Source: an optimization exercise on an open RTL-to-GDS flow (aim: small area and a short achievable clock period). Production flows keep margins and buffers that such runs may drop. At most, simulation tests tie the RTL to the original design; equivalence was not proved.

==> module Top, before the edit <==
module Top(
	input clk,
	input reset,
	input signed [31:0] n,
	output reg signed [31:0] c
);
	reg [6:0] x;
	wire s = n[31];
	wire [4:0] rem [4:29];
	wire [24:0] q;
	assign rem[4] = {1'b0, n[30:27]} + {1'b0, s, 2'b00, s};    
	genvar i;
	generate
		for (i = 4; i < 29; i = i + 1) begin : div
			wire [4:0] r = rem[i];
			wire b = n[30-i];
			wire o = r[1] | r[0] | b;
			wire ge = r[4] | (r[3] & r[2] & o);    
			assign q[28-i] = ge;
			assign rem[i+1] = {r[3] ^ (ge & r[2] & o), r[2] ^ (ge & o),
			                   r[1] ^ (ge & ~r[0] & ~b), r[0] ^ (ge & ~b), b ^ ge};
		end
	endgenerate
	wire [6:0] rr = {rem[29], n[1:0]};    
	wire [7:0] sm = {1'b0, x} + {1'b0, rr};
	wire ge100 = (sm >= 8'd100);
	wire le100 = (sm <= 8'd100);
	wire [6:0] xn = ge100 ? sm[6:0] - 7'd100 : sm[6:0];
	wire xz = (x == 7'd0);
	wire rz = (rr == 7'd0);
	wire k0 = s ? (~xz & le100) : (ge100 | (xz & rz));
	wire k1 = s & xz & rz;
	wire [24:0] b = q[24:0] ^ {25{s}};
	wire [25:0] ic;
	wire [24:0] bk;
	assign ic[0] = 1'b0;
	assign ic[1] = k1;
	assign bk[0] = b[0];
	generate
		for (i = 1; i < 25; i = i + 1) begin : inc
			assign bk[i] = b[i] ^ ic[i];
			assign ic[i+1] = b[i] & ic[i];
		end
	endgenerate
	wire [31:0] bv = {6'd0, ic[25], bk};
	wire [31:0] pp = c ^ bv;
	wire [31:0] gg = c & bv;
	wire [32:0] lc, lp, cy;
	wire bcin [6:31];
	wire [31:0] sum;
	assign cy[0] = k0;
	generate
		for (i = 0; i < 32; i = i + 1) begin : add
			localparam START = (i == 6) || (i == 13) || (i == 20) || (i == 26);
			if (i < 6) begin : rip
				assign cy[i+1] = gg[i] | (pp[i] & cy[i]);
			end else begin : blk
				wire lci = START ? 1'b0 : lc[i];
				wire lpi = START ? 1'b1 : lp[i];
				wire cin = START ? cy[i] : bcin[i-1];
				assign bcin[i] = cin;
				assign lc[i+1] = gg[i] | (pp[i] & lci);
				assign lp[i+1] = pp[i] & lpi;
				assign cy[i+1] = lc[i+1] | (lp[i+1] & cin);
			end
			assign sum[i] = pp[i] ^ cy[i];
		end
	endgenerate
	assign lc[6:0] = 7'd0;
	assign lp[6:0] = 7'd0;
	always @(posedge clk) begin
		if (reset) begin
			x <= 7'd50;
			c <= 32'sd0;
		end else begin
			x <= xn;
			c <= sum;
		end
	end
endmodule
clock: 76.0 ns
lec_check: 0
abc_area: 1
cap_margin: 20
core_margin: 2
core_utilization: 40
cts_buf_list: sky130_fd_sc_hd__clkbuf_8
slew_margin: 20
standard.sh (not shown) runs the stock make flow with config.mk's settings and CLKGATE_MAP_FILE= SYNTH_SCRIPT=/design/flow/synth_recipe.tcl, a recipe that flattens the netlist after the stock synthesis.
==> flow/flow/run.sh <==
#!/bin/bash
# Standard ORFS layout, except that synthesis maps the logic with an
# area-oriented ABC script and without Yosys's full-adder extraction, and
# the port buffers are the smallest buffer cell.
set -euo pipefail
W=$(pwd)
rm -rf "$W/scripts_area"
cp -r "$FLOW_HOME/scripts" "$W/scripts_area"
cp "$W/flow/abc_area.script" "$W/scripts_area/abc_area.script"
SCRIPTS_DIR="$W/scripts_area" ADDER_MAP_FILE= bash standard.sh synth > "$W/synth.log" 2>&1
export BUFFER_PORTS_ARGS="-buffer_cell sky130_fd_sc_hd__buf_1"
bash standard.sh > "$W/layout.log" 2>&1
==> flow/flow/abc_area.script <==
strash
dc2
dch -f
amap -x
topo
stime -c
Edit:
--- a/flow/design.v
+++ b/flow/design.v
@@ -37,4 +37,7 @@
 	assign ic[1] = k1;
 	assign bk[0] = b[0];
+	wire [32:0] cy;
+	wire [31:0] sum;
+	assign cy[0] = k0;
 	generate
 		for (i = 1; i < 25; i = i + 1) begin : inc
@@ -42,31 +45,10 @@
 			assign ic[i+1] = b[i] & ic[i];
 		end
-	endgenerate
-	wire [31:0] bv = {6'd0, ic[25], bk};
-	wire [31:0] pp = c ^ bv;
-	wire [31:0] gg = c & bv;
-	wire [32:0] lc, lp, cy;
-	wire bcin [6:31];
-	wire [31:0] sum;
-	assign cy[0] = k0;
-	generate
 		for (i = 0; i < 32; i = i + 1) begin : add
-			localparam START = (i == 6) || (i == 13) || (i == 20) || (i == 26);
-			if (i < 6) begin : rip
-				assign cy[i+1] = gg[i] | (pp[i] & cy[i]);
-			end else begin : blk
-				wire lci = START ? 1'b0 : lc[i];
-				wire lpi = START ? 1'b1 : lp[i];
-				wire cin = START ? cy[i] : bcin[i-1];
-				assign bcin[i] = cin;
-				assign lc[i+1] = gg[i] | (pp[i] & lci);
-				assign lp[i+1] = pp[i] & lpi;
-				assign cy[i+1] = lc[i+1] | (lp[i+1] & cin);
-			end
-			assign sum[i] = pp[i] ^ cy[i];
+			wire bb = (i < 25) ? bk[i] : (i == 25) ? ic[25] : 1'b0;
+			assign sum[i] = c[i] ^ bb ^ cy[i];
+			assign cy[i+1] = (c[i] & bb) | (cy[i] & (c[i] ^ bb));
 		end
 	endgenerate
-	assign lc[6:0] = 7'd0;
-	assign lp[6:0] = 7'd0;
 	always @(posedge clk) begin
 		if (reset) begin
Wire length goes up by about 1.2%. Area after synthesis goes down by about 1.4%. Setup slack got worse by 490 ps. Sequential share of layout area goes up by 0.28 points. Synthesized cell count goes down by about 2.4%. Cell area goes down by 1.6%.
No functional check of the RTL was part of the first run of this note.

[re-timing with driven ports]
Ports are ideal in the flow. The routed layouts listed here were re-timed in OpenROAD. Step 1 sets driving cells, clkbuf_16 on the clock port and buf_2 on the other inputs (assumed; they add their load-dependent delay and slew). Step 2 times the ports against the registers' clock, not the clock port: input delays grow and output delays shrink by t, the midpoint of the rising clock arrivals with the driver on. Slacks: ideal / step 1 / step 2; pairs: ideal / step 1.
| run | t (ns) | setup slack, ns | hold slack, ns | clock arrival spread, ns | worst register clock-pin slew, ns |
|---|---|---|---|---|---|
| the first run | 0.315 | 26.635 / 26.644 / 26.330 | 0.464 / 0.464 / 0.464 | 0.007 / 0.007 | 0.08 / 0.08 |
| the second run | 0.308 | 26.148 / 26.155 / 25.847 | 0.468 / 0.468 / 0.468 | 0.004 / 0.003 | 0.08 / 0.08 |
After both steps setup and hold are still met in every run listed. For the first run, which loses most, drivers alone change the setup slack by +0.009 ns; drivers and shift together by -0.305 ns.
